From an optimization exercise on the open Yosys and OpenROAD flow, aimed at small area, a short achievable clock period and few clock cycles per item; shortcuts taken in it are not production practice.
Function was checked by simulation only, so behaviour that the tests miss may differ from the original.
Power and IR drop assume default switching activity.

// vector_mul_simple
module vector_mul_simple (
    input  logic               clk_i,
    input  logic               rst_ni,
    input  logic               in_valid_i,
    input  logic signed [31:0] in_a_i,
    input  logic signed [31:0] in_b_i,
    output logic               out_valid_o,
    output logic signed [63:0] out_result_o
);
==> flow/config.mk <==
export PLATFORM = sky130hd
export DESIGN_NAME = vector_mul_simple
export DESIGN_NICKNAME = vector_mul_simple
export VERILOG_FILES = /design/flow/design.v
export SDC_FILE = /design/flow/constraint.sdc
export NUM_CORES = 4
export LEC_CHECK = 0
export CAP_MARGIN = 20
export CORE_MARGIN = 2
export CORE_UTILIZATION = 40
export CTS_BUF_LIST = sky130_fd_sc_hd__clkbuf_8
export CTS_CLUSTER_SIZE = 30
export SETUP_SLACK_MARGIN = 4.8
export SLEW_MARGIN = 20
export SYNTH_HIERARCHICAL = 1
export SYNTH_MINIMUM_KEEP_SIZE = 0
==> flow/constraint.sdc <==
create_clock -name core_clock -period 8.0 [get_ports {clk_i}]
set_input_delay 1.6000 -clock core_clock [delete_from_list [all_inputs] [get_ports {clk_i}]]
set_output_delay 1.6000 -clock core_clock [all_outputs]
set_load 0.01 [all_outputs]
run.sh (not shown) runs the stock make flow with config.mk's settings and CLKGATE_MAP_FILE= SYNTH_SCRIPT=/design/flow/synth_recipe.tcl, a recipe that flattens the netlist after the stock synthesis.
Testbench counts at the start, summed over its fixed seeds: cycles 16,016, items 16,000.
Edit:
==> flow/flow/run.sh (new file) <==
#!/bin/bash
# Layout flow: the standard ORFS flow (standard.sh, unchanged synthesis), except that
#  - the buffers placed on the input and output ports are sky130_fd_sc_hd__buf_2 instead of the
#    resizer's default pick (clkdlybuf4s50_1, twice the area and slow), and
#  - the buffers that abc put in the synthesized netlist are removed at floorplan, so that the
#    resizer buffers the design for the layout it actually has.
set -euo pipefail
export BUFFER_PORTS_ARGS="-buffer_cell sky130_fd_sc_hd__buf_2"
export REMOVE_ABC_BUFFERS=1
bash standard.sh > standard.log 2>&1
==> flow/standard.sh (new file) <==
#!/bin/bash
# synth_recipe.tcl (not shown) runs the flow's synth.tcl, then flattens the netlist and writes it again
# the make line also repeats each setting of config.mk as NAME=value (left out here)
make -C /OpenROAD-flow-scripts/flow DESIGN_CONFIG=/design/flow/config.mk WORK_HOME=/design/flow/orfs CLKGATE_MAP_FILE= SYNTH_SCRIPT=/design/flow/synth_recipe.tcl "${@:-finish}"
- CTS_BUF_LIST: sky130_fd_sc_hd__clkbuf_8 -> default
- CTS_CLUSTER_SIZE: 30 -> default
- SETUP_SLACK_MARGIN: 4.8 -> 4.5
removed: flow/run.sh
After rerunning: The changed run ran to the end with no violations; power decreases by 7.3%; die area is unchanged; first-iteration DRC count decreases by about 2.7%; routed wire length decreases by 3.6%; setup slack gets worse by 0.23 ns; critical path depth increases by 3; register-to-register slack gets worse by 0.23 ns.
Edit:
==> flow/flow/run.sh (replaced) <==
#!/bin/bash
# Layout flow: the standard ORFS flow (standard.sh, unchanged synthesis), except that the
# buffers placed on the input and output ports are sky130_fd_sc_hd__buf_2 instead of the
# resizer's default pick (clkdlybuf4s50_1, which is twice the area and slow).
set -euo pipefail
export BUFFER_PORTS_ARGS="-buffer_cell sky130_fd_sc_hd__buf_2"
bash standard.sh > standard.log 2>&1
- CORE_UTILIZATION: 40 -> 70
What happened:
- The changed run completed with no timing, DRC or antenna violations
- die area shrinks by well over a third
- final area shrinks slightly
- total power grows slightly
Edit:
==> flow/run.sh (new file) <==
#!/bin/bash
# synth_recipe.tcl (not shown) runs the flow's synth.tcl, then flattens the netlist and writes it again
# the make line also repeats each setting of config.mk as NAME=value (left out here)
make -C /OpenROAD-flow-scripts/flow DESIGN_CONFIG=/design/flow/config.mk WORK_HOME=/design/flow/orfs CLKGATE_MAP_FILE= SYNTH_SCRIPT=/design/flow/synth_recipe.tcl finish
- CORE_UTILIZATION: 70 -> 40
- CTS_BUF_LIST: default -> sky130_fd_sc_hd__clkbuf_8
- CTS_CLUSTER_SIZE: default -> 30
removed: flow/flow/run.sh
removed: flow/standard.sh
Die area came out higher by 73%. Synthesized area is unchanged. Via count goes down by 3.9%. Global-route usage decreases by 18 points. Combinational power stays flat. Worst setup slack improved by 0.042 ns. Core utilization falls by 31 points.
Edit:
- CTS_BUF_LIST: sky130_fd_sc_hd__clkbuf_8 -> default
- CTS_CLUSTER_SIZE: 30 -> default
The changed run finished clean. Worst setup slack loses 0.0046 ns. Non-clock buffer count does not change. Worst hold slack stays flat. Final cell count falls by 0.78%. Via count barely changes. Synthesized area does not change. Wire length is about the same.
Edit:
==> flow/flow/run.sh (new file) <==
#!/bin/bash
# Layout flow: the standard ORFS flow (standard.sh, unchanged synthesis), except that the
# buffers placed on the input and output ports are sky130_fd_sc_hd__buf_2 instead of the
# resizer's default pick (clkdlybuf4s50_1, which is twice the area and slow).
set -euo pipefail
export BUFFER_PORTS_ARGS="-buffer_cell sky130_fd_sc_hd__buf_2"
bash standard.sh > standard.log 2>&1
==> flow/standard.sh (new file) <==
#!/bin/bash
# synth_recipe.tcl (not shown) runs the flow's synth.tcl, then flattens the netlist and writes it again
# the make line also repeats each setting of config.mk as NAME=value (left out here)
make -C /OpenROAD-flow-scripts/flow DESIGN_CONFIG=/design/flow/config.mk WORK_HOME=/design/flow/orfs CLKGATE_MAP_FILE= SYNTH_SCRIPT=/design/flow/synth_recipe.tcl "${@:-finish}"
removed: flow/run.sh
Effect:
- The new run produced a clean layout
- synthesized cell count does not change
- sequential share of layout area is higher by 0.41 points
- design area came out lower by 2.2%

==> separate check: timing with driven ports <==
Ports are ideal in the flow. The routed layouts listed here were re-timed in OpenROAD. Step 1 (the two cells are an assumption about what drives the block):
set clk [get_ports {clk_i}]
set_driving_cell -lib_cell sky130_fd_sc_hd__clkbuf_16 $clk
set_driving_cell -lib_cell sky130_fd_sc_hd__buf_2 [delete_from_list [all_inputs] $clk]
Step 2 adds t to the input delays and takes it off the output delays; t is the mean of the earliest and latest rising clock arrival at the registers after step 1. Input paths then give back, and output paths get back, about the clock's delay inside the block. Three values: ideal, step 1, step 2; two values: the first two.
run	t (ns)	setup WS [ns]	pins driven straight from the clock port
the first run	0.746	4.717 / 4.717 / 4.717	1
the second run	0.613	4.490 / 4.490 / 4.490	1
the third run	0.613	4.491 / 4.491 / 4.491	1
the fourth run	0.737	4.533 / 4.533 / 4.533	1
the fifth run	0.645	4.529 / 4.529 / 4.529	1
the sixth run	0.633	4.524 / 4.524 / 4.524	1
After both steps every run listed still meets setup and hold.
